Context: an optimization exercise on an open-source flow, tuned for small area, a short achievable clock period and few clock cycles per item. The choices shown serve that exercise and are no tape-out recipe.
For this run, only the layout was checked, not whether the RTL still works.
Power figures rest on the tool's default switching activity, not on a simulated workload.

==> flow/design.v <==
module mcalu(
  input             clk,
  input             rst,
  input             exers_mcalu_issue,
  input [4:0]       exers_mcalu_op,
  input [6:0]       exers_robid,
  input [5:0]       exers_rd,
  input [31:0]      exers_op1,
  input [31:0]      exers_op2,
  output            mcalu_stall,
  output            mcalu_valid,
  output            mcalu_error,
  output [4:0]      mcalu_ecause,
  output [6:0]      mcalu_robid,
  output [5:0]      mcalu_rd,
  output [31:0]     mcalu_result,
  input             wb_mcalu_stall,
  input             rob_flush);
  localparam ST_EX  = 3'd0;   
  localparam ST_IT  = 3'd1;   
  localparam ST_FIN = 3'd2;   
  localparam ST_C9  = 3'd3;   
  localparam ST_D1  = 3'd4;   
  reg        stall_q;
  reg        v_ir;
  reg [4:0]  op;
  reg [6:0]  robid;
  reg [5:0]  rd;
  reg [31:0] A, B;
  reg [3:0]  bx;
  reg [32:0] H;
  reg        x0;
  reg        bs;
  reg [2:0]  st;
  reg [4:0]  cnt;
  reg        nq;
  reg        cin;
  reg [4:0]  kq;
  reg        v_o;
  reg [31:0] res_o;
  reg [6:0]  robid_o;
  reg [5:0]  rd_o;
  assign mcalu_stall  = stall_q;
  assign mcalu_valid  = v_o;
  assign mcalu_error  = 1'b0;
  assign mcalu_ecause = 5'b0;
  assign mcalu_robid  = robid_o;
  assign mcalu_rd     = rd_o;
  assign mcalu_result = res_o;
  wire kill   = rst | rob_flush;
  wire is_md  = op[4] & op[3];
  wire is_mul = is_md & ~op[2];
  wire is_div = is_md & op[2];
  wire s_ex  = (st == ST_EX);
  wire s_it  = (st == ST_IT);
  wire s_fin = (st == ST_FIN);
  wire s_c9  = (st == ST_C9);
  wire s_d1  = (st == ST_D1);
  function [31:0] rev32(input [31:0] x);
    integer i;
    begin
      for (i = 0; i < 32; i = i + 1) rev32[i] = x[31-i];
    end
  endfunction
  wire        sub  = op[3] | (op[1] & ~op[2]);
  wire [36:0] asum;
  bkadd #(37) u_asum (.a({5'b0, A}),
                      .b(is_div ? {bx[3], bx, B} : {5'b0, B ^ {32{sub}}}),
                      .ci(is_div ? cin : sub), .s(asum));
  wire        lt_u = ~asum[32];
  wire        lt_s = (A[31] ^ B[31]) ? A[31] : asum[31];
  wire        sa     = ~op[0] & A[31];
  wire        nb     = ~op[0] & B[31];
  wire [5:0]  lza, lzb;
  lzc32 u_lza (.x(A ^ {32{sa}}), .n(lza));
  lzc32 u_lzb (.x(B ^ {32{nb}}), .n(lzb));
  wire [6:0]  kc     = {1'b0, lzb} - {1'b0, lza} + {6'b0, sa};
  wire        b_zero = ~|B;
  wire        early  = kc[6] | b_zero;
  wire [4:0]  kcl    = kc[5] ? 5'd31 : kc[4:0];
  wire        sh_left = ~op[2];
  wire [31:0] sx_lo   = is_div ? (B ^ {32{~nb}}) : (sh_left ? A : rev32(A));
  wire        sh_fill = is_div ? ~nb : (~sh_left & op[3] & A[31]);
  wire [4:0]  sh_amt  = is_div ? kq : B[4:0];
  reg  [35:0] sh_out;
  integer si;
  always @(*) begin
    sh_out = {{4{is_div}}, sx_lo};
    for (si = 0; si < 5; si = si + 1)
      if (sh_amt[si]) sh_out = (sh_out << (1 << si)) | ((36'd1 << (1 << si)) - 36'd1) & {36{sh_fill}};
  end
  wire [31:0] sh_res = sh_left ? sh_out[31:0] : rev32(sh_out[31:0]);
  wire [31:0] px = A & ~B;
  reg  [31:0] pseen;
  integer pi;
  always @(*) begin
    pseen[0] = 1'b0;
    for (pi = 1; pi < 32; pi = pi + 1) pseen[pi] = pseen[pi-1] | px[pi-1];
  end
  wire [31:0] pm = px & ~pseen;
  reg  [4:0]  pidx;
  integer pj;
  always @(*) begin
    pidx = 5'd0;
    for (pj = 0; pj < 32; pj = pj + 1)
      pidx = pidx | ({5{pm[pj]}} & pj[4:0]);
  end
  wire [2:0]  f = op[2:0];
  wire        c_alu = ~is_md;
  wire        c_add = c_alu & ~op[4] & (f == 3'd0);
  wire        c_sh  = c_alu & ~op[4] & ((f == 3'd1) | (f == 3'd5));
  wire        c_slt = c_alu & ~op[4] & (f == 3'd2);
  wire        c_slu = c_alu & ~op[4] & (f == 3'd3);
  wire        c_xor = c_alu & ~op[4] & (f == 3'd4) & ~op[3];
  wire        c_seq = c_alu & ~op[4] & (f == 3'd4) & op[3];
  wire        c_or  = c_alu & ~op[4] & (f == 3'd6);
  wire        c_and = c_alu & ~op[4] & (f == 3'd7);
  wire        c_pf  = c_alu & op[4] & ~op[0];
  wire        c_pc  = c_alu & op[4] & op[0];
  wire        ma_sgn = (op[1] ^ op[0]) & A[31];
  wire [40:0] m1 = {{9{ma_sgn}}, A};
  wire [40:0] m2 = {m1[39:0], 1'b0};
  function [2:0] booth(input [2:0] m);
    booth = {(m[2] & ~m[1] & ~m[0]) | (~m[2] & m[1] & m[0]), m[1] ^ m[0], m[2]};
  endfunction
  function [11:0] booth4(input [8:0] m);
    booth4 = {booth(m[8:6]), booth(m[6:4]), booth(m[4:2]), booth(m[2:0])};
  endfunction
  reg  [11:0] bsel;
  wire [40:0] pp0 = (({41{bsel[1]}}  & m1) | ({41{bsel[2]}}  & m2)) ^ {41{bsel[0]}};
  wire [40:0] pp1 = (({41{bsel[4]}}  & m1) | ({41{bsel[5]}}  & m2)) ^ {41{bsel[3]}};
  wire [40:0] pp2 = (({41{bsel[7]}}  & m1) | ({41{bsel[8]}}  & m2)) ^ {41{bsel[6]}};
  wire [40:0] pp3 = (({41{bsel[10]}} & m1) | ({41{bsel[11]}} & m2)) ^ {41{bsel[9]}};
  wire [40:0] hx  = {{8{H[32]}}, H};
  wire [40:0] nv  = {34'b0, bsel[9], 1'b0, bsel[6], 1'b0, bsel[3], 1'b0, bsel[0]};
  wire [40:0] msum = hx + pp0 + {pp1[38:0], 2'b0} + {pp2[36:0], 4'b0} + {pp3[34:0], 6'b0} + nv;
  wire        need9 = op[1] & bs;
  wire [31:0] mlo_n = {msum[7:0], B[31:8]};
  wire        q1   = ~asum[36];
  wire [31:0] r1   = q1 ? asum[31:0] : A;
  wire [31:0] qn   = {H[30:0], q1};
  wire [31:0] xsel    = (is_div & op[1]) ? A : ((is_mul & ~op[1] & ~op[0]) ? B : H[31:0]);
  wire [31:0] neg_in  = s_fin ? xsel : A;
  wire        neg_do  = s_fin ? (is_div & nq) : sa;
  wire [31:0] neg_out = (neg_in ^ {32{neg_do}}) + {31'b0, neg_do};
  wire [31:0] early_res = op[1] ? A : (b_zero ? {{31{~sa}}, 1'b1} : 32'b0);
  wire fin_mul = is_mul & ((s_ex & (cnt == 5'd3) & ~need9) | s_c9 | s_fin);
  wire fin_div = is_div & ((s_ex & early) | (s_it & (cnt == 5'd0) & ~nq) | s_fin);
  wire fin     = v_ir & (~is_md | fin_mul | fin_div);
  wire nq_set  = op[1] ? sa : (sa ^ nb);
  wire fc_mul  = is_mul & ((s_ex & (((cnt == 5'd2) & ~need9) | (cnt == 5'd3))) | s_c9 | s_fin);
  wire fc_div  = is_div & ((s_ex & early) | (s_d1 & (cnt == 5'd0) & ~nq) |
                           (s_it & (((cnt == 5'd1) & ~nq) | (cnt == 5'd0))) | s_fin);
  wire fc      = ~is_md | fc_mul | fc_div;
  wire blocked = v_o & wb_mcalu_stall;
  wire or_free = ~blocked;
  wire produce = fin & or_free;
  wire c_fin = is_md & s_fin;
  wire c_ear = is_div & s_ex;
  wire c_dr  = is_div & s_it & op[1];
  wire c_dq  = is_div & s_it & ~op[1];
  wire c_c9  = is_mul & s_c9;
  wire c_ml  = is_mul & s_ex & (op[1:0] == 2'b00);
  wire c_mh  = is_mul & s_ex & (op[1:0] != 2'b00);
  wire [31:0] res_src =
      ({32{c_add}} & asum[31:0]) |
      ({32{c_sh}}  & sh_res) |
      {31'b0, (c_slt & lt_s) | (c_slu & lt_u) | (c_seq & (A == B))} |
      ({32{c_xor}} & (A ^ B)) |
      ({32{c_or}}  & (A | B)) |
      ({32{c_and}} & (A & B)) |
      ({32{c_pf}}  & {~|px, 26'b0, pidx}) |
      ({32{c_pc}}  & (A ^ pm)) |
      ({32{c_fin}} & neg_out) |
      ({32{c_ear}} & early_res) |
      ({32{c_dr}}  & r1) |
      ({32{c_dq}}  & qn) |
      ({32{c_c9}}  & msum[31:0]) |
      ({32{c_ml}}  & mlo_n) |
      ({32{c_mh}}  & msum[39:8]);
  wire md_in   = exers_mcalu_op[4] & exers_mcalu_op[3];
  wire stall_n = ~kill & (stall_q ? (blocked | (~fin & ~fc))
                                  : (exers_mcalu_issue & (md_in | v_ir | blocked)));
  wire v_ir_n  = ~kill & (stall_q ? ~produce : exers_mcalu_issue);
  wire v_o_n   = ~kill & (produce | blocked);
  always @(posedge clk) begin
    stall_q <= stall_n;
    v_ir    <= v_ir_n;
    v_o     <= v_o_n;
    if (~stall_q) begin
      op    <= exers_mcalu_op;
      robid <= exers_robid;
      rd    <= exers_rd;
      A     <= exers_op1;
      B     <= exers_op2;
      bs    <= exers_op2[31];
      st    <= ST_EX;
      cnt   <= 5'd0;
      H     <= 33'b0;
      x0    <= 1'b0;
      bsel  <= booth4({exers_op2[7:0], 1'b0});
    end else if (is_mul) begin
      if (s_ex) begin
        H   <= msum[40:8];
        B   <= mlo_n;
        x0  <= B[3];
        bsel <= booth4((cnt == 5'd3) ? 9'b000000001 : B[15:7]);
        cnt <= cnt + 5'd1;
        if (cnt == 5'd3) st <= need9 ? ST_C9 : ST_FIN;
      end
    end else if (is_div) begin
      if (s_ex) begin
        A   <= neg_out;
        H   <= {1'b0, {32{b_zero}}};
        cin <= ~nb;
        nq  <= nq_set;
        cnt <= kcl;
        kq  <= kcl;
        st  <= early ? ST_FIN : ST_D1;
      end else if (s_d1) begin
        {bx, B} <= sh_out;
        st  <= ST_IT;
      end else if (s_it) begin
        A   <= r1;
        {bx, B} <= {bx[3], bx, B[31:1]};
        H   <= {1'b0, qn};
        cnt <= cnt - 5'd1;
        if (cnt == 5'd0) st <= ST_FIN;
      end
    end
    if (or_free) begin
      res_o   <= res_src;
      robid_o <= robid;
      rd_o    <= rd;
    end
  end
endmodule
module bkadd #(parameter W = 32) (
  input  [W-1:0] a,
  input  [W-1:0] b,
  input          ci,
  output [W-1:0] s);
  localparam L = $clog2(W);
  wire [W-1:0] g0 = a & b;
  wire [W-1:0] p0 = a ^ b;
  reg  [W-1:0] G, P;
  integer i, d;
  always @(*) begin
    G = g0;
    P = p0;
    G[0] = g0[0] | (p0[0] & ci);
    for (d = 1; d < W; d = d * 2)
      for (i = 2*d - 1; i < W; i = i + 2*d) begin
        G[i] = G[i] | (P[i] & G[i-d]);
        P[i] = P[i] & P[i-d];
      end
    for (d = (1 << (L-1)); d >= 1; d = d / 2)
      for (i = 3*d - 1; i < W; i = i + 2*d) begin
        G[i] = G[i] | (P[i] & G[i-d]);
        P[i] = P[i] & P[i-d];
      end
  end
  assign s = p0 ^ {G[W-2:0], ci};
endmodule
module lzc32 (
  input  [31:0] x,
  output [5:0]  n);
  wire        z16 = ~|x[31:16];
  wire [15:0] y16 = z16 ? x[15:0] : x[31:16];
  wire        z8  = ~|y16[15:8];
  wire [7:0]  y8  = z8 ? y16[7:0] : y16[15:8];
  wire        z4  = ~|y8[7:4];
  wire [3:0]  y4  = z4 ? y8[3:0] : y8[7:4];
  wire        z2  = ~|y4[3:2];
  wire [1:0]  y2  = z2 ? y4[1:0] : y4[3:2];
  wire        z1  = ~y2[1];
  wire        zz  = ~|x;
  assign n = zz ? 6'd32 : {1'b0, z16, z8, z4, z2, z1};
endmodule
==> flow/run.sh <==
#!/bin/bash
# synth_recipe.tcl (not shown) runs the flow's synth.tcl, then flattens the netlist and writes it again
# the make line also repeats each setting of config.mk as NAME=value (left out here)
make -C /OpenROAD-flow-scripts/flow DESIGN_CONFIG=/design/flow/config.mk WORK_HOME=/design/flow/orfs CLKGATE_MAP_FILE= SYNTH_SCRIPT=/design/flow/synth_recipe.tcl finish
==> flow/config.mk <==
export PLATFORM = sky130hd
export DESIGN_NAME = mcalu
export DESIGN_NICKNAME = mcalu
export VERILOG_FILES = /design/flow/design.v
export SDC_FILE = /design/flow/constraint.sdc
export NUM_CORES = 4
export LEC_CHECK = 0
export CAP_MARGIN = 20
export CORE_MARGIN = 2
export CORE_UTILIZATION = 40
export SLEW_MARGIN = 20
==> flow/constraint.sdc <==
create_clock -name core_clock -period 20.0 [get_ports {clk}]
set_input_delay 4.0000 -clock core_clock [delete_from_list [all_inputs] [get_ports {clk}]]
set_output_delay 4.0000 -clock core_clock [all_outputs]
set_load 0.01 [all_outputs]
==> results.txt <==
* Post-layout util at 44.3%
* CTS tree: built
* Total GRT Usage at 44.6%
* Routed wire per std cell at 37.1 um
* Power density cells at 143 nW/um2
* Clk slew on worst S/H paths at 90 ps
* Cells on Worst Hold Path at 0
* Final Hold Fails at 0
* Critical-path maximum fanout at 20
* Drt total wl at 186 mm
* DP HPWL at 137 mm
* Reg2Reg Depth at 27
* CP Data Required Time at 20,460 ps
* CTS resizes at 0
* Hold Path Class: reg -> reg
* Placed cell area at 33,700 um2
* Max rail drop VDD at 0.000221 V
* Initial antenna violation count at 18
* Clk_skew at 23.9 ps
* Vias in the first global route at 32,037
* Clk root buf: clkbuf_16
* Tightest Pin Transition at 1310 ps
* Largest net degree at the start of global routing at 63
* Max-slew violation count at 0
* CTS Buffer Depth at 2
* Die Width at 284 um
* Leakage at 13.3 nW
* PnR worst setup slack at 12,600 ps
* Die height at 284 um
* Final Net Count at 4,400
* Grt total ovfl at 0
* Minimum clock period at 7400 ps
* Hold_ws at 427 ps
* Slew headroom at 12.8%
* Starting DRT DRC Count at 6,240
* Post-DRT Antenna Nets at 0
* Cell Area, Synth at 31,300 um2
* Starting Density at 40.4%
* Port bufs at 133
* # DRC at 0
* First-pass GRT wire length at 255 mm
* Core box area at 77,500 um2
* Finished Cell Area at 34,300 um2
* Detailed Routing Iterations Pass 1 at 12
* CTS hold repair buffers at 0
* EDFF count, synth at 151
* Synth Area per Inst at 7.78 um2
* Post-CTS Setup Inserts at 0
* Sum Neg Setup Slack at 0 ps
* Max Cap Viol at 0
* Critical setup path kind: reg -> reg
* Top-Level Pins at 140
* CTS H-tree lvls at 4
* CTS Buf Count at 17
* Synth warn at 2
* Via/cell ratio at 7.02
* Worst-skew pair later-pin latency at 540 ps
* Final Cycle Share at 37.0%
* Fmax at 0.135 GHz
* Number of cell rows at 102
* Placement Setup Slack at 12,840 ps
* Ys async rst share at 0%
* Routed via count at 35,220
* #FFs+latches synth at 195
* Final Setup Violations at 0
* Critical path arrival at 7860 ps
* Cells after Synth at 4,018
* CTS Sinks at 195
* Die ar. at 80,400 um2
* Top_reg_cell synth: edfxtp_1
* Area delta synth->final at 9.74%
* Proportion of synthesized chip area in sequential cells at 17.3%
* Startpoint types: register
* Share of post-route cells with drive strength above 1 at 7.00%
* CP Capture Type: register
* GPL Wtd Cong at 1.12
* Status: complete, no violations
* RSZ-0062 raised after global routing: false
* Synth unique cells at 97
## critical path: stages, from the launching register on
cell	delay, ps
edfxtp_1	340
buf_4	370
nand2b_1	570
inv_1	380
nor3_1	90
o21ai_1	870
o31ai_1	150
a21oi_1	350
nand4_1	350
o311a_1	500
nor4bb_1	190
a221o_1	310
a21oi_1	170
ha_1	250
inv_1	60
ha_1	160
inv_1	60
fa_1	420
nor2b_1	130
o21ai_0	120
a21boi_0	230
o21ai_0	120
nor3b_1	150
nor3_1	260
o21a_1	200
a31oi_1	120
a31oi_1	220
nor2b_1	160
## sequential cells by signal, summed over array words and instances (netlist names), 3 cells and up
| name | cells |
|---|---|
| bsel | 12 |
| bx | 4 |
| A | 32 |
| robid | 7 |
| H | 33 |
| kq | 5 |
| rd_o | 6 |
| B | 32 |
| cnt | 5 |
| op | 5 |
| robid_o | 7 |
| st | 3 |
| rd | 6 |
| res_o | 32 |
## placed cells by master (no fill, tap or decap), types with 93 or more instances in the layout
master	netlist	final
a211oi_1	94	93
a21oi_1	319	316
a22oi_1	153	153
buf_4	9	151
clkdlybuf4s50_1	0	133
edfxtp_1	151	151
fa_1	125	125
ha_1	227	227
inv_1	287	286
nand2_1	311	309
nand3_1	101	100
nor2_1	290	288
nor3_1	99	98
o21ai_0	246	243
xnor2_1	293	292
## worst paths after layout
check / start / to / slack, ps
hold reg to reg: robid[1] / robid_o[1] / 430
hold / removal: robid[1] / robid_o[1] / 430
setup reg to reg: A[31] / stall_q / 12600
setup / recovery: A[31] / stall_q / 12600
## power breakdown
group / total [mW] / switching (mW) / leakage (nW) / internal (mW)
logic: 3.99 / 2.75 / 11.0 / 1.24
registers: 0.526 / 0.0295 / 1.96 / 0.497
clock network: 0.375 / 0.207 / 0.271 / 0.168
## through the flow
step	std cells	power, mW
2_1_floorplan	4023	2.77
3_3_place_gp	4981	4.31
3_5_place_dp	4981	4.31
4_1_cts	5013	4.70
5_1_grt	5014	5.03
6_report	5020	4.89
## layout make-up
cell class	instances	area [um2]
multi-input combinational	3166	23400
clock inverter	12	119
inverter	297	1120
fill	7915	43100
clock buffer	20	447
sequential	195	5420
antenna	6	15.0
tap	1040	1300
timing repair buffer	284	2460
## synthesized netlist by cell type (54+ instances only)
| master | number | area, um2 |
|---|---|---|
| nand2_1 | 311 | 1170 |
| nand4_1 | 54 | 338 |
| clkbuf_1 | 283 | 1060 |
| a21oi_1 | 319 | 1600 |
| a31oi_1 | 61 | 382 |
| nor2_1 | 290 | 1090 |
| inv_1 | 287 | 1080 |
| a22oi_1 | 153 | 1150 |
| xnor2_1 | 293 | 2570 |
| ha_1 | 227 | 2840 |
| o21ai_0 | 246 | 1230 |
| fa_1 | 125 | 2500 |
| nor3_1 | 99 | 495 |
| a211oi_1 | 94 | 706 |
| nand3_1 | 101 | 505 |
| mux2i_1 | 82 | 821 |
| o211ai_1 | 62 | 465 |
| edfxtp_1 | 151 | 4530 |
## layer usage
layer  GRT usage [%]  routed length (um)  part of all wire (%)
met1            58.8               71700                    39
met4            26.4               13900                   7.5
met3            16.3               27700                    15
met2            61.8               72800                    39
met5               0                  86                 0.046
## kinds of logic after synthesis
kind of cell               count (synthesis)  share of synthesized area, %
and+or+nand+nor                         1045                          15.8
AOI/OAI and AO/OA                       1323                          28.4
adders and majority gates                352                          17.1
muxes                                    114                          4.06
buffers and inverters                    662                          8.23
DFF                                      195                          17.3
other                                      1                        0.0120
xor gates and xnor gates                 326                          9.13

==> static timing again, ports no longer ideal <==
The results above use ideal ports. As a check the final layout listed here was re-extracted and re-timed, cells and wires unchanged. Step 1 assumes that a clkbuf_16 drives the clock port and a buf_2 every other input. Step 2 adds t to the input delays and takes it off the output delays; t is the mean of the earliest and latest rising clock arrival at the registers after step 1. Input paths then give back, and output paths get back, about the clock's delay inside the block. Three values: ideal, step 1, step 2; two values: the first two.
shift t [ns]: 0.595
slack for setup (ns): 12.599 / 12.599 / 12.599
worst hold slack (ns): 0.427 / 0.427 / 0.427
latest minus earliest clock arrival (ns): 0.024 / 0.023
worst data-port slew with drivers (ns): 0.09
After both steps this run still meets setup and hold. The setup slack of this run moves by 0.000 ns with the drivers and by 0.000 ns with both steps.
